This is an optimization exercise on Yosys and OpenROAD, whose aim is small area, not a production implementation. RTL that was checked went through simulation tests only; none was proved equivalent to the original.

==> run a <==
Design cpu16, start of the top module:
module cpu16(
	input clk,
	input rst,
	input [15:0] instr,
	output [7:0] pc,
	output wb_en,
	output [3:0] wb_addr,
	output [15:0] wb_data
    );
	wire [4:0] op = instr[15:11];
	wire [3:0] x = instr[7:4];
	wire [3:0] y = instr[3:0];
	reg [255:0] rf;
	reg [7:0] pc_q;
	reg cf;
	wire wr, ena, enb, immb, binv, cin, es, ca, cx, can, cxn, shl_op, shr_op, rev, revn;
	wire cf_upd, cf_mask, jump;
	ctrl u_ctrl(.op(op), .x(x), .y(y), .cf(cf), .rst(rst),
		.wr(wr), .ena(ena), .enb(enb), .immb(immb), .binv(binv), .cin(cin),
		.es(es), .ca(ca), .cx(cx), .can(can), .cxn(cxn),
		.shl_op(shl_op), .shr_op(shr_op), .rev(rev), .revn(revn),
		.cf_upd(cf_upd), .cf_mask(cf_mask), .jump(jump));
	wire [15:0] sa, sb, sw, swn;
	dec16 u_deca(.a(x), .en(ena), .y(sa));
	dec16 u_decb(.a(y), .en(enb), .y(sb));
	decw u_decw(.a(x), .en(wr), .y(sw), .yn(swn));
	wire [15:0] a, rb;
	genvar i, j;
	generate
		for (i = 0; i < 16; i = i + 1) begin : rd
			wire [15:0] col;
			for (j = 0; j < 16; j = j + 1) begin : c
				assign col[j] = rf[16*j + i];
			end
			rdbit ua(.d(col), .s(sa), .y(a[i]));
			rdbit ub(.d(col), .s(sb), .y(rb[i]));
		end
	endgenerate
	wire [15:0] b = {rb[15:4], rb[3:0] | (y & {4{immb}})};
	wire [15:0] bx = b ^ {16{binv}};
	wire big = |b[15:4];
	wire sl = shl_op & ~big;
	wire sr = shr_op & ~big;
	wire [15:0] sh;
  ...
==> flow/config.mk <==
export PLATFORM = sky130hd
export DESIGN_NAME = cpu16
export DESIGN_NICKNAME = cpu16
export VERILOG_FILES = /design/flow/design.v
export SDC_FILE = /design/flow/constraint.sdc
export NUM_CORES = 4
export LEC_CHECK = 0
export CAP_MARGIN = 0
export CORE_MARGIN = 2
export CORE_UTILIZATION = 60
export CTS_BUF_LIST = sky130_fd_sc_hd__clkbuf_4
export PLACE_DENSITY = 0.75
export SLEW_MARGIN = 0
export SYNTH_HIERARCHICAL = 1
==> flow/constraint.sdc <==
create_clock -name core_clock -period 15.0 [get_ports {clk}]
set_input_delay 3.0000 -clock core_clock [delete_from_list [all_inputs] [get_ports {clk}]]
set_output_delay 3.0000 -clock core_clock [all_outputs]
set_load 0.01 [all_outputs]
run.sh (not shown) runs the stock make flow with config.mk's settings and CLKGATE_MAP_FILE= SYNTH_SCRIPT=/design/flow/synth_recipe.tcl, a recipe that flattens the netlist after the stock synthesis.
==> inputs of run b, as changes to run a <==
==> flow/design.v (replaced) <==
module g_a22o(input a1, a2, b1, b2, output y);
	assign y = (a1 & a2) | (b1 & b2);
endmodule
module g_a222oi(input a1, a2, b1, b2, c1, c2, output y);
	assign y = ~((a1 & a2) | (b1 & b2) | (c1 & c2));
endmodule
module g_a22oi(input a1, a2, b1, b2, output y);
	assign y = ~((a1 & a2) | (b1 & b2));
endmodule
module g_o22a(input a1, a2, b1, b2, output y);
	assign y = (a1 | a2) & (b1 | b2);
endmodule
module g_a21oi(input a1, a2, b1, output y);
	assign y = ~((a1 & a2) | b1);
endmodule
module g_o21ai(input a1, a2, b1, output y);
	assign y = ~((a1 | a2) & b1);
endmodule
module g_nand2(input a, b, output y);
	assign y = ~(a & b);
endmodule
module g_nor2(input a, b, output y);
	assign y = ~(a | b);
endmodule
module g_and2(input a, b, output y);
	assign y = a & b;
endmodule
module g_xor2(input a, b, output y);
	assign y = a ^ b;
endmodule
module g_xnor2(input a, b, output y);
	assign y = ~(a ^ b);
endmodule
module g_and3(input a, b, c, output y);
	assign y = a & b & c;
endmodule
module g_nand3(input a, b, c, output y);
	assign y = ~(a & b & c);
endmodule
module g_nand4(input a, b, c, d, output y);
	assign y = ~(a & b & c & d);
endmodule
module g_mux2(input a0, a1, s, output y);
	assign y = s ? a1 : a0;
endmodule
module g_mux2i(input a0, a1, s, output y);
	assign y = ~(s ? a1 : a0);
endmodule
module g_inv(input a, output y);
	assign y = ~a;
endmodule
module rdbit(input [15:0] d, input [15:0] s, output y);
	wire l0, l1, l2, l3, l4, l5, t;
	g_a222oi u0(d[0], s[0], d[1], s[1], d[2], s[2], l0);
	g_a222oi u1(d[3], s[3], d[4], s[4], d[5], s[5], l1);
	g_a222oi u2(d[6], s[6], d[7], s[7], d[8], s[8], l2);
	g_a222oi u3(d[9], s[9], d[10], s[10], d[11], s[11], l3);
	g_a222oi u4(d[12], s[12], d[13], s[13], d[14], s[14], l4);
	g_nand2 u5(d[15], s[15], l5);
	g_and3 u6(l0, l1, l2, t);
	g_nand4 u7(t, l3, l4, l5, y);
endmodule
module predec(input [3:0] a, input en, output [3:0] lo, output [3:0] hi);
	wire [3:0] an;
	genvar k;
	generate
		for (k = 0; k < 4; k = k + 1) begin : iv
			g_inv u(a[k], an[k]);
		end
		for (k = 0; k < 4; k = k + 1) begin : pd
			g_and3 ul(en, k[0] ? a[0] : an[0], k[1] ? a[1] : an[1], lo[k]);
			g_nor2 uh(k[0] ? an[2] : a[2], k[1] ? an[3] : a[3], hi[k]);
		end
	endgenerate
endmodule
module predec2(input [3:0] a, input en0, en1, output [3:0] lo0, output [3:0] lo1, output [3:0] hi);
	wire [3:0] an;
	genvar k;
	generate
		for (k = 0; k < 4; k = k + 1) begin : iv
			g_inv u(a[k], an[k]);
		end
		for (k = 0; k < 4; k = k + 1) begin : pd
			g_and3 ul0(en0, k[0] ? a[0] : an[0], k[1] ? a[1] : an[1], lo0[k]);
			g_and3 ul1(en1, k[0] ? a[0] : an[0], k[1] ? a[1] : an[1], lo1[k]);
			g_nor2 uh(k[0] ? an[2] : a[2], k[1] ? an[3] : a[3], hi[k]);
		end
	endgenerate
endmodule
module sel16(input [3:0] lo, input [3:0] hi, output [15:0] y);
	wire [15:0] yn;
	genvar k;
	generate
		for (k = 0; k < 16; k = k + 1) begin : o
			g_nand2 un(lo[k % 4], hi[k / 4], yn[k]);
			g_inv ui(yn[k], y[k]);
		end
	endgenerate
endmodule
module dec16(input [3:0] a, input en, output [15:0] y);
	wire [3:0] lo, hi;
	wire [15:0] yn;
	predec u(.a(a), .en(en), .lo(lo), .hi(hi));
	genvar k;
	generate
		for (k = 0; k < 16; k = k + 1) begin : o
			g_nand2 un(lo[k % 4], hi[k / 4], yn[k]);
			g_inv ui(yn[k], y[k]);
		end
	endgenerate
endmodule
module selw(input [3:0] lo, input [3:0] hi, output [15:0] y, output [15:0] yn);
	wire [15:0] t;
	genvar k;
	generate
		for (k = 0; k < 16; k = k + 1) begin : o
			g_nand2 un(lo[k % 4], hi[k / 4], t[k]);
			g_inv ui(t[k], y[k]);
			g_inv uj(y[k], yn[k]);
		end
	endgenerate
endmodule
module resmux(input l2, s, shl, shr, es, sl, sr, output yn);
	wire l1;
	g_a222oi u0(s, es, shl, sl, shr, sr, l1);
	g_and2 u1(l1, l2, yn);
endmodule
module resmux_e(input g, p, s, shl, shr, es, ca, cx, sl, sr, output yn);
	wire l1 = ~((s & es) | (shl & sl) | (shr & sr));
	wire l2 = ~((g & ca) | (p & cx));
	assign yn = l1 & l2;
endmodule
module alu2(input [1:0] a, input [1:0] bx, input c, input es, ca, cx, can, cxn,
	input [1:0] shl, input [1:0] shr, input sl, sr, output c2, output [1:0] res);
	wire p0, g0, cn1, s0;
	wire pn1, gn1, s1, l21;
	wire [1:0] rn;
	g_xor2 u0(a[0], bx[0], p0);
	g_and2 u1(a[0], bx[0], g0);
	g_a21oi u2(p0, c, g0, cn1);
	g_xor2 u3(p0, c, s0);
	resmux_e u5(g0, p0, s0, shl[0], shr[0], es, ca, cx, sl, sr, rn[0]);
	g_inv u6(rn[0], res[0]);
	g_xnor2 v0(a[1], bx[1], pn1);
	g_nand2 v1(a[1], bx[1], gn1);
	g_o21ai v2(pn1, cn1, gn1, c2);
	g_xor2 v3(pn1, cn1, s1);
	g_o22a v4(gn1, can, pn1, cxn, l21);
	resmux v5(l21, s1, shl[1], shr[1], es, sl, sr, rn[1]);
	g_inv v6(rn[1], res[1]);
endmodule
module shifter(input [15:0] a, input rev, revn, input [3:0] nb, output [15:0] y);
	wire [15:0] s0, s1, s2, s3;
	wire [3:0] n, nn;
	genvar i;
	generate
		for (i = 0; i < 4; i = i + 1) begin : sel
			g_inv u0(nb[i], nn[i]);
			g_inv u1(nn[i], n[i]);
		end
		for (i = 0; i < 16; i = i + 1) begin : st
			g_a22o ur(a[i], revn, a[15-i], rev, s0[i]);
			if (i >= 1) begin : a1
				g_a22o u(s0[i], nn[0], s0[i-1], n[0], s1[i]);
			end else begin : b1
				g_and2 u(s0[i], nn[0], s1[i]);
			end
			if (i >= 2) begin : a2
				g_a22o u(s1[i], nn[1], s1[i-2], n[1], s2[i]);
			end else begin : b2
				g_and2 u(s1[i], nn[1], s2[i]);
			end
			if (i >= 4) begin : a3
				g_a22o u(s2[i], nn[2], s2[i-4], n[2], s3[i]);
			end else begin : b3
				g_and2 u(s2[i], nn[2], s3[i]);
			end
			if (i >= 8) begin : a4
				g_a22o u(s3[i], nn[3], s3[i-8], n[3], y[i]);
			end else begin : b4
				g_and2 u(s3[i], nn[3], y[i]);
			end
		end
	endgenerate
endmodule
module ctrl(
	input [4:0] op,
	input [3:0] x,
	input [3:0] y,
	input cf,
	input rst,
	output wr, addr_en, ena, aimm, enb, immb, binv, cin, es, ca, cx, can, cxn,
	output shl_op, shr_op, rev, revn, cf_upd, jump
	);
	wire o4 = op[4], o3 = op[3], o2 = op[2], o1 = op[1], o0 = op[0];
	wire x02, x10, x21, x1c;
	g_xor2 ux0(o0, o2, x02);
	g_xor2 ux1(o1, o0, x10);
	g_xor2 ux2(o2, o1, x21);
	g_xor2 ux3(o1, o0 & cf, x1c);
	wire xnz = |x;
	wire ynz = |y;
	wire wrop = (~o4 & ~o3 & ((~o2 & ~o1) | (o2 & o1 & ~o0))) |
	            (~o4 & o3 & ~(o2 & o1 & o0)) |
	            (o4 & ~o3 & ~(o2 & o1));
	assign wr = wrop & ~rst;
	assign addr_en = wrop | (~o4 & ~o3 & o2 & ~o1 & ~o0);
	wire iiform = ~o3 & o2 & (o4 ? o1 : (~o1 & o0));
	assign aimm = iiform & xnz;
	assign ena = ~(aimm | (~o4 & ~o3 & o1 & ~o0));
	wire imm_x = o4 ? o1 : o0;
	assign immb = ~o3 & o2 & (o4 | o1 | o0) & (ynz | (imm_x & xnz));
	assign enb = ~immb & (o4 | o3 | o2);
	assign binv = o4 ? (o2 ? o0 : o1) : (~o3 & ~o1 & x02);
	assign cin = o4 ? (o2 ? o0 : x1c) : (~o1 & ~o0);
	assign es = ~o3 & (o4 | (~o1 & ~(o2 & o0)) | (o2 & o1 & ~o0));
	assign ca = ~o4 & o3 & ~o2 & ~o1;
	assign cx = ~o4 & o3 & ~o2 & x10;
	assign can = ~ca;
	assign cxn = ~cx;
	assign shl_op = ~o4 & o3 & o0 & x21;
	assign shr_op = ~o4 & o3 & o2 & ~o0;
	assign rev = o2 & ~o0;
	assign revn = ~rev;
	assign cf_upd = o4 & ~o3 & ~o0 & (~o1 | o2);
	assign jump = ~o4 & ~o3 & o2 & ~o1 & o0;
endmodule
module cpu16(
	input clk,
	input rst,
	input [15:0] instr,
	output [7:0] pc,
	output wb_en,
	output [3:0] wb_addr,
	output [15:0] wb_data
    );
	wire [4:0] op = instr[15:11];
	wire [3:0] x = instr[7:4];
	wire [3:0] y = instr[3:0];
	reg [255:0] rf;
	reg [7:0] pc_q;
	reg cf;
	wire wr, addr_en, ena, aimm, enb, immb, binv, cin, es, ca, cx, can, cxn;
	wire shl_op, shr_op, rev, revn, cf_upd, jump;
	ctrl u_ctrl(.op(op), .x(x), .y(y), .cf(cf), .rst(rst),
		.wr(wr), .addr_en(addr_en), .ena(ena), .aimm(aimm), .enb(enb), .immb(immb), .binv(binv), .cin(cin),
		.es(es), .ca(ca), .cx(cx), .can(can), .cxn(cxn),
		.shl_op(shl_op), .shr_op(shr_op), .rev(rev), .revn(revn),
		.cf_upd(cf_upd), .jump(jump));
	wire [15:0] sa, sb, sw, swn;
	wire [3:0] lo_a, lo_w, hi_x;
	predec2 u_pdx(.a(x), .en0(ena), .en1(wr), .lo0(lo_a), .lo1(lo_w), .hi(hi_x));
	sel16 u_sela(.lo(lo_a), .hi(hi_x), .y(sa));
	selw u_selw(.lo(lo_w), .hi(hi_x), .y(sw), .yn(swn));
	dec16 u_decb(.a(y), .en(enb), .y(sb));
	wire [15:0] ra, rb;
	genvar i, j;
	generate
		for (i = 0; i < 16; i = i + 1) begin : rd
			wire [15:0] col;
			for (j = 0; j < 16; j = j + 1) begin : c
				assign col[j] = rf[16*j + i];
			end
			rdbit ua(.d(col), .s(sa), .y(ra[i]));
			rdbit ub(.d(col), .s(sb), .y(rb[i]));
		end
	endgenerate
	wire [15:0] a = {ra[15:4], ra[3:0] | (x & {4{aimm}})};
	wire [15:0] b = {rb[15:4], rb[3:0] | (y & {4{immb}})};
	wire [15:0] bx = b ^ {16{binv}};
	wire big = |b[15:4];
	wire sl = shl_op & ~big;
	wire sr = shr_op & ~big;
	wire [15:0] sh;
	shifter u_sh(.a(a), .rev(rev), .revn(revn), .nb(b[3:0]), .y(sh));
	wire [16:0] c;
	wire [15:0] result;
	assign c[0] = cin;
	generate
		for (i = 0; i < 16; i = i + 2) begin : alu
			alu2 u(.a(a[i+1:i]), .bx(bx[i+1:i]), .c(c[i]), .es(es), .ca(ca), .cx(cx),
				.can(can), .cxn(cxn), .shl(sh[i+1:i]), .shr({sh[14-i], sh[15-i]}),
				.sl(sl), .sr(sr), .c2(c[i+2]), .res(result[i+1:i]));
		end
	endgenerate
	wire [255:0] rf_d;
	generate
		for (j = 0; j < 16; j = j + 1) begin : wrow
			for (i = 0; i < 16; i = i + 1) begin : wb
				g_a22o u(.a1(sw[j]), .a2(result[i]), .b1(swn[j]), .b2(rf[16*j + i]), .y(rf_d[16*j + i]));
			end
		end
	endgenerate
	always @(posedge clk)
		rf <= rf_d;
	always @(posedge clk) begin
		if (rst)
			pc_q <= 8'b0;
		else if (jump)
			pc_q <= {a[3:0], b[3:0]};
		else
			pc_q <= pc_q + 8'd1;
	end
	always @(posedge clk) begin
		if (rst)
			cf <= 1'b0;
		else if (cf_upd)
			cf <= c[16];
	end
	assign wb_en = wr;
	assign wb_addr = x & {4{addr_en}};
	assign wb_data = result;
	assign pc = pc_q;
endmodule
Settings changed: CTS_BUF_LIST sky130_fd_sc_hd__clkbuf_4 to sky130_fd_sc_hd__clkbuf_8, CTS_CLUSTER_DIAMETER from default to 80, CTS_CLUSTER_SIZE from default to 16.
==> inputs of run c, as changes to run a <==
--- a/flow/design.v
+++ b/flow/design.v
@@ -56,65 +56,90 @@
 	g_a222oi u2(d[6], s[6], d[7], s[7], d[8], s[8], l2);
 	g_a222oi u3(d[9], s[9], d[10], s[10], d[11], s[11], l3);
 	g_a222oi u4(d[12], s[12], d[13], s[13], d[14], s[14], l4);
 	g_nand2 u5(d[15], s[15], l5);
 	g_and3 u6(l0, l1, l2, t);
 	g_nand4 u7(t, l3, l4, l5, y);
 endmodule
-module dec16(input [3:0] a, input en, output [15:0] y);
+module predec(input [3:0] a, input en, output [3:0] lo, output [3:0] hi);
 	wire [3:0] an;
-	wire [3:0] lo_n, hi_n;
 	genvar k;
 	generate
 		for (k = 0; k < 4; k = k + 1) begin : iv
 			g_inv u(a[k], an[k]);
 		end
 		for (k = 0; k < 4; k = k + 1) begin : pd
-			g_nand3 ul(en, k[0] ? a[0] : an[0], k[1] ? a[1] : an[1], lo_n[k]);
-			g_nand2 uh(k[0] ? a[2] : an[2], k[1] ? a[3] : an[3], hi_n[k]);
-		end
+			g_and3 ul(en, k[0] ? a[0] : an[0], k[1] ? a[1] : an[1], lo[k]);
+			g_nor2 uh(k[0] ? an[2] : a[2], k[1] ? an[3] : a[3], hi[k]);
+		end
+	endgenerate
+endmodule
+module dec16(input [3:0] a, input en, output [15:0] y);
+	wire [3:0] lo, hi;
+	wire [15:0] yn;
+	predec u(.a(a), .en(en), .lo(lo), .hi(hi));
+	genvar k;
+	generate
 		for (k = 0; k < 16; k = k + 1) begin : o
-			g_nor2 u(lo_n[k % 4], hi_n[k / 4], y[k]);
+			g_nand2 un(lo[k % 4], hi[k / 4], yn[k]);
+			g_inv ui(yn[k], y[k]);
 		end
 	endgenerate
 endmodule
 module decw(input [3:0] a, input en, output [15:0] y, output [15:0] yn);
-	dec16 u(.a(a), .en(en), .y(y));
+	wire [3:0] lo, hi;
+	wire [15:0] t;
+	predec u(.a(a), .en(en), .lo(lo), .hi(hi));
 	genvar k;
 	generate
-		for (k = 0; k < 16; k = k + 1) begin : iv
-			g_inv ui(y[k], yn[k]);
-		end
-	endgenerate
-endmodule
-module resmux(input l2, s, shl, shr, es, sl, sr, output y);
+		for (k = 0; k < 16; k = k + 1) begin : o
+			g_nand2 un(lo[k % 4], hi[k / 4], t[k]);
+			g_inv ui(t[k], y[k]);
+			g_inv uj(y[k], yn[k]);
+		end
+	endgenerate
+endmodule
+module resmux(input l2, s, shl, shr, es, sl, sr, output yn);
+	wire l1;
+	g_a222oi u0(s, es, shl, sl, shr, sr, l1);
+	g_and2 u1(l1, l2, yn);
+endmodule
+module resmux_e(input g, p, s, shl, shr, es, ca, cx, sl, sr, output yn);
 	wire l1 = ~((s & es) | (shl & sl) | (shr & sr));
-	assign y = ~(l1 & l2);
+	wire l2 = ~((g & ca) | (p & cx));
+	assign yn = l1 & l2;
 endmodule
 module alu2(input [1:0] a, input [1:0] bx, input c, input es, ca, cx, can, cxn,
 	input [1:0] shl, input [1:0] shr, input sl, sr, output c2, output [1:0] res);
-	wire p0, g0, cn1, s0, l20;
+	wire p0, g0, cn1, s0;
 	wire pn1, gn1, s1, l21;
+	wire [1:0] rn;
 	g_xor2 u0(a[0], bx[0], p0);
 	g_and2 u1(a[0], bx[0], g0);
 	g_a21oi u2(p0, c, g0, cn1);
 	g_xor2 u3(p0, c, s0);
-	g_a22oi u4(g0, ca, p0, cx, l20);
-	resmux u5(l20, s0, shl[0], shr[0], es, sl, sr, res[0]);
+	resmux_e u5(g0, p0, s0, shl[0], shr[0], es, ca, cx, sl, sr, rn[0]);
+	g_inv u6(rn[0], res[0]);
 	g_xnor2 v0(a[1], bx[1], pn1);
 	g_nand2 v1(a[1], bx[1], gn1);
 	g_o21ai v2(pn1, cn1, gn1, c2);
 	g_xor2 v3(pn1, cn1, s1);
 	g_o22a v4(gn1, can, pn1, cxn, l21);
-	resmux v5(l21, s1, shl[1], shr[1], es, sl, sr, res[1]);
-endmodule
-module shifter(input [15:0] a, input rev, revn, input [3:0] n, input [3:0] nn, output [15:0] y);
+	resmux v5(l21, s1, shl[1], shr[1], es, sl, sr, rn[1]);
+	g_inv v6(rn[1], res[1]);
+endmodule
+module shifter(input [15:0] a, input rev, revn, input [3:0] nb, output [15:0] y);
 	wire [15:0] s0, s1, s2, s3;
+	wire [3:0] n, nn;
 	genvar i;
 	generate
+		for (i = 0; i < 4; i = i + 1) begin : sel
+			g_inv u0(nb[i], nn[i]);
+			g_inv u1(nn[i], n[i]);
+		end
 		for (i = 0; i < 16; i = i + 1) begin : st
 			g_a22o ur(a[i], revn, a[15-i], rev, s0[i]);
 			if (i >= 1) begin : a1
 				g_a22o u(s0[i], nn[0], s0[i-1], n[0], s1[i]);
 			end else begin : b1
 				g_and2 u(s0[i], nn[0], s1[i]);
 			end
@@ -210,15 +235,15 @@
 	endgenerate
 	wire [15:0] b = {rb[15:4], rb[3:0] | (y & {4{immb}})};
 	wire [15:0] bx = b ^ {16{binv}};
 	wire big = |b[15:4];
 	wire sl = shl_op & ~big;
 	wire sr = shr_op & ~big;
 	wire [15:0] sh;
-	shifter u_sh(.a(a), .rev(rev), .revn(revn), .n(b[3:0]), .nn(~b[3:0]), .y(sh));
+	shifter u_sh(.a(a), .rev(rev), .revn(revn), .nb(b[3:0]), .y(sh));
 	wire [16:0] c;
 	wire [15:0] result;
 	assign c[0] = cin;
 	generate
 		for (i = 0; i < 16; i = i + 2) begin : alu
 			alu2 u(.a(a[i+1:i]), .bx(bx[i+1:i]), .c(c[i]), .es(es), .ca(ca), .cx(cx),
 				.can(can), .cxn(cxn), .shl(sh[i+1:i]), .shr({sh[14-i], sh[15-i]}),
==> flow/flow/run.sh (new file) <==
#!/bin/bash
# Standard layout flow, with smaller port buffers and area recovery after
# global routing. Each tool's output is logged by standard.sh under orfs/logs.
set -e
cp standard.sh standard_sh.txt
export BUFFER_PORTS_ARGS="-buffer_cell sky130_fd_sc_hd__buf_1"
export RECOVER_POWER=100
bash standard.sh > standard_run.log 2>&1
==> flow/standard.sh (new file) <==
#!/bin/bash
# synth_recipe.tcl (not shown) runs the flow's synth.tcl, then flattens the netlist and writes it again
# the make line also repeats each setting of config.mk as NAME=value (left out here)
make -C /OpenROAD-flow-scripts/flow DESIGN_CONFIG=/design/flow/config.mk WORK_HOME=/design/flow/orfs CLKGATE_MAP_FILE= SYNTH_SCRIPT=/design/flow/synth_recipe.tcl "${@:-finish}"
Settings changed: CTS_BUF_LIST sky130_fd_sc_hd__clkbuf_4 to sky130_fd_sc_hd__clkbuf_8, CTS_CLUSTER_DIAMETER from default to 80, CTS_CLUSTER_SIZE from default to 16.
removed: flow/run.sh
==> Flow_metrics.wiki <==
{| class="wikitable"
! Metric !! Value
|-
| Status || no timing/DRC/antenna violations
|-
| Pin slew with the least headroom to its limit || 1.08 ns
|-
| Max Fclk || 69.5 MHz
|-
| Fraction of synthesized cell area in xor and xnor cells || 3.85%
|-
| Worst r2r src || rf[97]
|}
The numbers above come from run b.

==> Flow_metrics.wiki <==
{| class="wikitable"
! Metric !! Value
|-
| Status || no timing/DRC/antenna violations
|-
| Fraction of synthesized cell area in xor and xnor cells || 3.59%
|-
| Max Fclk || 72.8 MHz
|-
| Pin slew with the least headroom to its limit || 1.24 ns
|-
| Worst r2r src || rf[97]
|-
| Count of final max-slew check failures || 0
|}
The numbers above come from run c.

==> Flow_metrics.wiki <==
{| class="wikitable"
! Metric !! Value
|-
| Fraction of synthesized cell area in xor and xnor cells || under 10%
|-
| Max Fclk || approximately 73 MHz
|-
| Status || no timing/DRC/antenna violations
|-
| Worst r2r src || rf[128]
|}
The numbers above come from run a.

No functional check of the RTL was part of run a.

==> what the ideal ports hide <==
The results above use ideal ports. As a check the final layouts listed here were re-extracted and re-timed, cells and wires unchanged. Step 1 sets driving cells, clkbuf_16 on the clock port and buf_2 on the other inputs (assumed; they add their load-dependent delay and slew). Step 2 adds t to the input delays and takes it off the output delays; t is the mean of the earliest and latest rising clock arrival at the registers after step 1. Input paths then give back, and output paths get back, about the clock's delay inside the block. a / b / c = ideal ports / drivers / drivers and shift; a / b = the first two.
| run | t (ns) | setup slack, ns | clock arrival spread, ns |
|---|---|---|---|
| run a | 0.692 | 1.391 / 1.364 / 1.364 | 0.049 / 0.049 |
| run b | 0.612 | 0.613 / 0.580 / 0.580 | 0.040 / 0.040 |
| run c | 0.603 | 1.269 / 1.245 / 1.245 | 0.047 / 0.047 |
After both steps every run listed still meets setup and hold. The setup slack of run b, which loses most, moves by -0.033 ns with the drivers and by -0.033 ns with both steps.
